Source: an optimization exercise on an open RTL-to-GDS flow (aim: small area). Production flows keep margins and buffers that such runs may drop. The RTL was checked by simulation tests, not by an equivalence proof against the original design. No activity file was given, so power comes from the tool's default toggle rates.

==> inputs of 05-14 <==
==> flow/design.v <==
`timescale 1ns / 1ps
module Motor_Controller(
    input  wire       clk,
    input  wire       reset,         
    input  wire [3:0] cmd_nibble,
    output wire       motor_in1,
    output wire       motor_in2,
    output wire       motor_in3,
    output wire       motor_in4,
    output reg        motor_pwm_a,
    output reg        motor_pwm_b
);
    reg       rev;
    reg [4:0] div_cnt;
    reg [8:0] ramp;
    wire [1:0] speed = cmd_nibble[3:2];
    wire [1:0] steer = cmd_nibble[1:0];
    wire lt400 = (ramp < 9'd400);
    wire lt510 = ~(&ramp[8:1]);
    wire run   = (speed == 2'b01) ? lt400 : (speed[1] & lt510);
    wire div_wrap = (div_cnt == 5'd24);
    always @(posedge clk) begin
        if (reset) begin
            rev         <= 1'b0;
            div_cnt     <= 5'd0;
            ramp        <= 9'd0;
            motor_pwm_a <= 1'b0;
            motor_pwm_b <= 1'b0;
        end else begin
            rev         <= &speed;
            div_cnt     <= div_wrap ? 5'd0 : div_cnt + 5'd1;
            if (div_wrap) ramp <= ramp + 9'd1;
            motor_pwm_a <= run & (steer != 2'b10);
            motor_pwm_b <= run & (steer != 2'b01);
        end
    end
    assign motor_in1 = ~rev;
    assign motor_in2 = rev;
    assign motor_in3 = ~rev;
    assign motor_in4 = rev;
endmodule
`timescale 1ns/1ps
module top_artyz7_nrf24_rx_singlefile (
    input  wire clk_125mhz,
    input  wire reset_btn,      
    output wire nrf_mosi,
    input  wire nrf_miso,
    output wire nrf_sck,
    output reg  nrf_csn,
    output wire nrf_ce,
    output reg  [3:0] led,
    output wire       motor_in1,
    output wire       motor_in2,
    output wire       motor_in3,
    output wire       motor_in4,
    output wire       motor_pwm_a,
    output wire       motor_pwm_b
);
    localparam [3:0] P_STARTUP  = 4'd0;
    localparam [3:0] P_EN_AA    = 4'd1;
    localparam [3:0] P_EN_RXA   = 4'd2;
    localparam [3:0] P_SETUP_AW = 4'd3;
    localparam [3:0] P_RF_CH    = 4'd4;
    localparam [3:0] P_RF_SETUP = 4'd5;
    localparam [3:0] P_RX_ADDR0 = 4'd6;
    localparam [3:0] P_RX_PW0   = 4'd7;
    localparam [3:0] P_CONFIG   = 4'd8;
    localparam [3:0] P_FLUSH    = 4'd9;
    localparam [3:0] P_CLEAR    = 4'd10;
    localparam [3:0] P_PWRUP    = 4'd11;
    localparam [3:0] P_RUN      = 4'd12;
    localparam [3:0] P_STATUS   = 4'd13;
    localparam [3:0] P_PAYLOAD  = 4'd14;
    localparam [3:0] P_CLEAR2   = 4'd15;    
    localparam integer N_STARTUP = 625001;   
    localparam integer N_PWRUP   = 375000;
    localparam integer N_POLL    = 125000;
    function [19:0] mr;   
        input integer n;
        integer r;
        begin
            r = n % 194;
            if (r < 14) mr = (n / 194) * 256 + r;
            else        mr = (n / 194) * 256 + ((r - 14) / 12 + 1) * 16 + (r - 14) % 12;
        end
    endfunction
    localparam [19:0] C_STARTUP = mr(N_STARTUP);
    localparam [19:0] C_PWRUP   = mr(N_PWRUP);
    localparam [19:0] C_POLL    = mr(N_POLL);
    reg [3:0]  D;
    reg [3:0]  H;
    reg [11:0] B;
    reg [3:0]  ph;
    reg        mosi;
    reg [3:0]  nib;
    reg        rx_dr;     
    wire [19:0] cnt = {B, H, D};
    function [7:0] tx_byte;
        input [3:0] p;
        input [5:0] b;
        begin
            case (p)
                P_EN_AA:    tx_byte = (b == 0) ? 8'h21 : 8'h00;
                P_EN_RXA:   tx_byte = (b == 0) ? 8'h22 : 8'h01;
                P_SETUP_AW: tx_byte = (b == 0) ? 8'h23 : 8'h03;
                P_RF_CH:    tx_byte = (b == 0) ? 8'h25 : 8'h4C;
                P_RF_SETUP: tx_byte = (b == 0) ? 8'h26 : 8'h03;
                P_RX_ADDR0: case (b)
                                6'd0:    tx_byte = 8'h2A;
                                6'd1:    tx_byte = 8'h31;
                                6'd2:    tx_byte = 8'h4E;
                                6'd3:    tx_byte = 8'h6F;
                                6'd4:    tx_byte = 8'h64;
                                default: tx_byte = 8'h65;
                            endcase
                P_RX_PW0:   tx_byte = (b == 0) ? 8'h31 : 8'h20;
                P_CONFIG:   tx_byte = (b == 0) ? 8'h20 : 8'h0F;
                P_FLUSH:    tx_byte = 8'hE2;
                P_CLEAR,
                P_CLEAR2:   tx_byte = (b == 0) ? 8'h27 : 8'h70;
                P_PAYLOAD:  tx_byte = (b == 0) ? 8'h61 : 8'hFF;
                default:    tx_byte = 8'hFF;
            endcase
        end
    endfunction
    function [5:0] frame_len;
        input [3:0] p;
        begin
            case (p)
                P_RX_ADDR0: frame_len = 6'd6;
                P_FLUSH:    frame_len = 6'd1;
                P_STATUS:   frame_len = 6'd1;
                P_PAYLOAD:  frame_len = 6'd33;
                default:    frame_len = 6'd2;
            endcase
        end
    endfunction
    wire in_frame = (ph != P_STARTUP) && (ph != P_PWRUP) && (ph != P_RUN);
    wire h0    = (H == 4'd0);
    wire dwrap = h0 ? (D[3] & D[2] & D[0]) : (D[3] & D[1] & D[0]);    
    wire [5:0] flen = frame_len(ph);
    wire at_len = ((B[5:0] & flen) == flen) & h0;
    wire [2:0] bsel = h0 ? 3'd7 : (3'd6 - H[3:1]);
    wire [7:0] txb  = tx_byte(ph, B[5:0]);
    wire mosi_ld = ~nrf_csn & ((h0 & D[0]) | (H[0] & dwrap & (H != 4'd15)));
    wire init_chain = (ph == P_EN_AA) || (ph == P_EN_RXA) || (ph == P_SETUP_AW) ||
                      (ph == P_RF_CH) || (ph == P_RF_SETUP) || (ph == P_RX_ADDR0) ||
                      (ph == P_RX_PW0) || (ph == P_CONFIG) || (ph == P_FLUSH);
    wire fr_end = in_frame & at_len & (init_chain ? D[1] : D[0]);
    wire dl_end = (ph == P_STARTUP) ? ((cnt & C_STARTUP) == C_STARTUP) :
                  (ph == P_PWRUP)   ? ((cnt & C_PWRUP)   == C_PWRUP)   :
                  (ph == P_RUN)     ? ((cnt & C_POLL)    == C_POLL)    : 1'b0;
    wire clr = fr_end | dl_end;
    always @(posedge clk_125mhz) begin
        if (clr | reset_btn) begin
            D <= 4'd0; H <= 4'd0; B <= 12'd0;
        end else begin
            D <= dwrap ? 4'd0 : D + 4'd1;
            if (dwrap) H <= H + 4'd1;
            if (dwrap && H == 4'd15) B <= B + 12'd1;
        end
    end
    always @(posedge clk_125mhz) begin
        if (reset_btn) begin
            ph      <= P_STARTUP;
            nrf_csn <= 1'b1;
            mosi    <= 1'b0;
            led     <= 4'd0;
        end else begin
            if (in_frame && h0 && D == 4'd0)
                nrf_csn <= at_len;
            if (mosi_ld) mosi <= txb[bsel];
            if (fr_end | dl_end) begin
                if ((ph == P_STATUS && !rx_dr) || ph == P_CLEAR2)
                    ph <= P_RUN;
                else
                    ph <= ph + 4'd1;
            end
            if (fr_end && ph == P_PAYLOAD) led <= nib;
        end
    end
    always @(posedge clk_125mhz) begin
        if (dwrap && ~H[0] && B[5:1] == 5'd0)    
            nib <= {nib[2:0], nrf_miso};
        if (dwrap && H == 4'd2 && ~B[0])
            rx_dr <= nrf_miso;
    end
    assign nrf_sck  = H[0] & ~nrf_csn;
    assign nrf_ce   = ph[3] & ph[2];     
    assign nrf_mosi = mosi;
    Motor_Controller u_motor (
        .clk        (clk_125mhz),
        .reset      (reset_btn),
        .cmd_nibble (led),
        .motor_in1  (motor_in1),
        .motor_in2  (motor_in2),
        .motor_in3  (motor_in3),
        .motor_in4  (motor_in4),
        .motor_pwm_a(motor_pwm_a),
        .motor_pwm_b(motor_pwm_b)
    );
endmodule
==> flow/flow/run.sh <==
#!/bin/bash
# Own layout flow: the standard ORFS flow with three changes
#  - ABC maps the logic for area (flow/abc_area.script) instead of speed;
#    the register mapping (dfflibmap) is untouched
#  - ports are buffered with the smallest buffer (buf_1)
#  - CTS adds no dummy loads
# Each tool's log is kept in orfs/logs; make's output in make.log.
set -euo pipefail
here=$(pwd)
rm -rf "$here/scripts_mod"
cp -r "$FLOW_HOME/scripts" "$here/scripts_mod"
cp "$here/flow/abc_area.script" "$here/scripts_mod/abc_speed.script"

# The standard flow's make line (standard.sh), with the overrides appended
mk=$(grep -m1 '^make -C' standard.sh | sed 's/ "\${@:-finish}"$//')
eval "$mk" \
  SCRIPTS_DIR="$here/scripts_mod" \
  BUFFER_PORTS_ARGS=\"-buffer_cell sky130_fd_sc_hd__buf_1\" \
  CTS_ARGS=\"-sink_clustering_enable -repair_clock_nets -dont_use_dummy_load\" \
  finish > "$here/make.log" 2>&1

odb=$(ls "$here"/orfs/results/*/top_artyz7_nrf24_rx_singlefile/base/6_final.odb)
: # left out here: write the final layout as DEF
==> flow/flow/abc_area.script <==
strash
dc2
dch -f
amap
strash
dc2
dch -f
amap
strash
dc2
dch -f
amap
topo
==> flow/standard.sh <==
#!/bin/bash
# synth_recipe.tcl (not shown) runs the flow's synth.tcl, then flattens the netlist and writes it again
# the make line also repeats each setting of config.mk as NAME=value (left out here)
make -C /OpenROAD-flow-scripts/flow DESIGN_CONFIG=/design/flow/config.mk WORK_HOME=/design/flow/orfs CLKGATE_MAP_FILE= SYNTH_SCRIPT=/design/flow/synth_recipe.tcl "${@:-finish}"
==> flow/config.mk <==
export PLATFORM = sky130hd
export DESIGN_NAME = top_artyz7_nrf24_rx_singlefile
export DESIGN_NICKNAME = top_artyz7_nrf24_rx_singlefile
export VERILOG_FILES = /design/flow/design.v
export SDC_FILE = /design/flow/constraint.sdc
export NUM_CORES = 4
export LEC_CHECK = 0
export CAP_MARGIN = 20
export CORE_MARGIN = 2
export CORE_UTILIZATION = 40
export SLEW_MARGIN = 20
==> flow/constraint.sdc <==
create_clock -name core_clock -period 8.0 [get_ports {clk_125mhz}]
set_input_delay 1.6000 -clock core_clock [delete_from_list [all_inputs] [get_ports {clk_125mhz}]]
set_output_delay 1.6000 -clock core_clock [all_outputs]
set_load 0.01 [all_outputs]
==> inputs of 03-13, as changes to 05-14 <==
--- a/flow/design.v
+++ b/flow/design.v
@@ -21,3 +21,3 @@
     wire div_wrap = (div_cnt == 5'd24);
-    always @(posedge clk) begin
+    always @(posedge clk or posedge reset) begin
         if (reset) begin
@@ -49,3 +49,3 @@
     output reg  nrf_csn,
-    output wire nrf_ce,
+    output reg  nrf_ce,
     output reg  [3:0] led,
@@ -68,3 +68,3 @@
     localparam [3:0] P_FLUSH    = 4'd9;
-    localparam [3:0] P_CLEAR    = 4'd10;
+    localparam [3:0] P_CLEAR    = 4'd10;    
     localparam [3:0] P_PWRUP    = 4'd11;
@@ -72,4 +72,4 @@
     localparam [3:0] P_STATUS   = 4'd13;
-    localparam [3:0] P_PAYLOAD  = 4'd14;
-    localparam [3:0] P_CLEAR2   = 4'd15;    
+    localparam [3:0] P_STAT_RX  = 4'd14;    
+    localparam [3:0] P_PAYLOAD  = 4'd15;
     localparam integer N_STARTUP = 625001;   
@@ -94,4 +94,3 @@
     reg        mosi;
-    reg [3:0]  nib;
-    reg        rx_dr;     
+    reg [3:0]  nib;       
     wire [19:0] cnt = {B, H, D};
@@ -118,4 +117,3 @@
                 P_FLUSH:    tx_byte = 8'hE2;
-                P_CLEAR,
-                P_CLEAR2:   tx_byte = (b == 0) ? 8'h27 : 8'h70;
+                P_CLEAR:    tx_byte = (b == 0) ? 8'h27 : 8'h70;
                 P_PAYLOAD:  tx_byte = (b == 0) ? 8'h61 : 8'hFF;
@@ -132,2 +130,3 @@
                 P_STATUS:   frame_len = 6'd1;
+                P_STAT_RX:  frame_len = 6'd1;
                 P_PAYLOAD:  frame_len = 6'd33;
@@ -139,29 +138,21 @@
     wire h0    = (H == 4'd0);
-    wire dwrap = h0 ? (D[3] & D[2] & D[0]) : (D[3] & D[1] & D[0]);    
-    wire [5:0] flen = frame_len(ph);
-    wire at_len = ((B[5:0] & flen) == flen) & h0;
+    wire dwrap = h0 ? (D == 4'd13) : (D == 4'd11);
+    wire at_len = (B[5:0] == frame_len(ph)) & h0;
     wire [2:0] bsel = h0 ? 3'd7 : (3'd6 - H[3:1]);
     wire [7:0] txb  = tx_byte(ph, B[5:0]);
-    wire mosi_ld = ~nrf_csn & ((h0 & D[0]) | (H[0] & dwrap & (H != 4'd15)));
-    wire init_chain = (ph == P_EN_AA) || (ph == P_EN_RXA) || (ph == P_SETUP_AW) ||
-                      (ph == P_RF_CH) || (ph == P_RF_SETUP) || (ph == P_RX_ADDR0) ||
-                      (ph == P_RX_PW0) || (ph == P_CONFIG) || (ph == P_FLUSH);
-    wire fr_end = in_frame & at_len & (init_chain ? D[1] : D[0]);
-    wire dl_end = (ph == P_STARTUP) ? ((cnt & C_STARTUP) == C_STARTUP) :
-                  (ph == P_PWRUP)   ? ((cnt & C_PWRUP)   == C_PWRUP)   :
-                  (ph == P_RUN)     ? ((cnt & C_POLL)    == C_POLL)    : 1'b0;
+    wire mosi_ld = ~nrf_csn & ((h0 & (D == 4'd1)) | (H[0] & dwrap & (H != 4'd15)));
+    wire init_chain = (ph >= P_EN_AA) && (ph <= P_FLUSH);
+    wire fr_end = in_frame & at_len & (D == (init_chain ? 4'd2 : 4'd1));
+    wire dl_end = (ph == P_STARTUP) ? (cnt == C_STARTUP) :
+                  (ph == P_PWRUP)   ? (cnt == C_PWRUP)   :
+                  (ph == P_RUN)     ? (cnt == C_POLL)    : 1'b0;
     wire clr = fr_end | dl_end;
-    always @(posedge clk_125mhz) begin
-        if (clr | reset_btn) begin
-            D <= 4'd0; H <= 4'd0; B <= 12'd0;
-        end else begin
-            D <= dwrap ? 4'd0 : D + 4'd1;
-            if (dwrap) H <= H + 4'd1;
-            if (dwrap && H == 4'd15) B <= B + 12'd1;
-        end
-    end
-    always @(posedge clk_125mhz) begin
+    always @(posedge clk_125mhz or posedge reset_btn) begin
         if (reset_btn) begin
+            D       <= 4'd0;
+            H       <= 4'd0;
+            B       <= 12'd0;
             ph      <= P_STARTUP;
             nrf_csn <= 1'b1;
+            nrf_ce  <= 1'b0;
             mosi    <= 1'b0;
@@ -169,2 +160,9 @@
         end else begin
+            if (clr) begin
+                D <= 4'd0; H <= 4'd0; B <= 12'd0;
+            end else begin
+                D <= dwrap ? 4'd0 : D + 4'd1;
+                if (dwrap) H <= H + 4'd1;
+                if (dwrap && H == 4'd15) B <= B + 12'd1;
+            end
             if (in_frame && h0 && D == 4'd0)
@@ -172,9 +170,20 @@
             if (mosi_ld) mosi <= txb[bsel];
-            if (fr_end | dl_end) begin
-                if ((ph == P_STATUS && !rx_dr) || ph == P_CLEAR2)
-                    ph <= P_RUN;
-                else
-                    ph <= ph + 4'd1;
+            if (ph == P_STATUS && B[5:0] == 6'd0 && H == 4'd2 && dwrap && nrf_miso)
+                ph <= P_STAT_RX;
+            if (fr_end) begin
+                case (ph)
+                    P_CLEAR:   ph <= nrf_ce ? P_RUN : P_PWRUP;
+                    P_STATUS:  ph <= P_RUN;
+                    P_STAT_RX: ph <= P_PAYLOAD;
+                    P_PAYLOAD: begin ph <= P_CLEAR; led <= nib; end
+                    default:   ph <= ph + 4'd1;
+                endcase
             end
-            if (fr_end && ph == P_PAYLOAD) led <= nib;
+            if (dl_end) begin
+                case (ph)
+                    P_STARTUP: ph <= P_EN_AA;
+                    P_PWRUP:   begin ph <= P_RUN; nrf_ce <= 1'b1; end
+                    default:   ph <= P_STATUS;
+                endcase
+            end
         end
@@ -182,9 +191,6 @@
     always @(posedge clk_125mhz) begin
-        if (dwrap && ~H[0] && B[5:1] == 5'd0)    
+        if (dwrap && ~H[0] && B[5:0] == 6'd1)
             nib <= {nib[2:0], nrf_miso};
-        if (dwrap && H == 4'd2 && ~B[0])
-            rx_dr <= nrf_miso;
     end
     assign nrf_sck  = H[0] & ~nrf_csn;
-    assign nrf_ce   = ph[3] & ph[2];     
     assign nrf_mosi = mosi;
==> flow/run.sh (new file) <==
#!/bin/bash
# synth_recipe.tcl (not shown) runs the flow's synth.tcl, then flattens the netlist and writes it again
# the make line also repeats each setting of config.mk as NAME=value (left out here)
make -C /OpenROAD-flow-scripts/flow DESIGN_CONFIG=/design/flow/config.mk WORK_HOME=/design/flow/orfs CLKGATE_MAP_FILE= SYNTH_SCRIPT=/design/flow/synth_recipe.tcl finish
removed: flow/flow/run.sh
removed: flow/flow/abc_area.script
removed: flow/standard.sh
==> run notes <==
quantity	03-13	05-14
Post-layout nets	431	398
Post-layout min period	3.31 ns	3.53 ns
Combined buffer and inverter count along the critical path	1	4
Non-clock buffer contribution to total cell area	0.0409	0.0203
Post-route setup slack	4.69 ns	4.47 ns
Run status	timing/DRC/antenna clean	timing/DRC/antenna clean
Power dissipated in sequential cells	265 uW	267 uW
Launch instance of the worst min-delay path	nib[2]	nib[0]
Multi-input logic area	0.00211 mm2	0.00145 mm2
Worst slew slack as a fraction of its limit	0.301	0.364
Critical Path Slowest Stage Cell	sky130_fd_sc_hd__or3b_2	sky130_fd_sc_hd__clkinv_1
PD cells	111 mW/mm2	141 mW/mm2
Compound-Gate Fraction of Synth Area	0.142	0.214
Die X	99.5 um	86.9 um
Share of cell area taken by flip-flops and latches	0.338	0.368
Combinational share of power	0.013	0.032
FFs w/ async S/R, synth	0.923	0
Depth of the worst register-to-register path	8	12

## what the ideal ports hide
How much do the figures lean on ideal ports? The routed layouts below were timed once more, with nothing changed but the port constraints. Step 1: set_driving_cell puts a clkbuf_16 on clk_125mhz and a buf_2 on each other input, an assumption about the parent block. Step 2 also shifts input and output timing later by t, the mid clock arrival at the registers, as if the neighbouring blocks saw the same clock. Slacks: ideal ports / drivers / drivers and shift; pairs: ideal ports / drivers.
run	t, ns	setup WS [ns]	worst hold slack (ns)
05-14	0.327	4.471 / 4.471 / 4.471	0.424 / 0.424 / 0.424
03-13	0.354	4.692 / 4.692 / 4.692	0.462 / 0.462 / 0.462
After both steps every run listed still meets setup and hold.
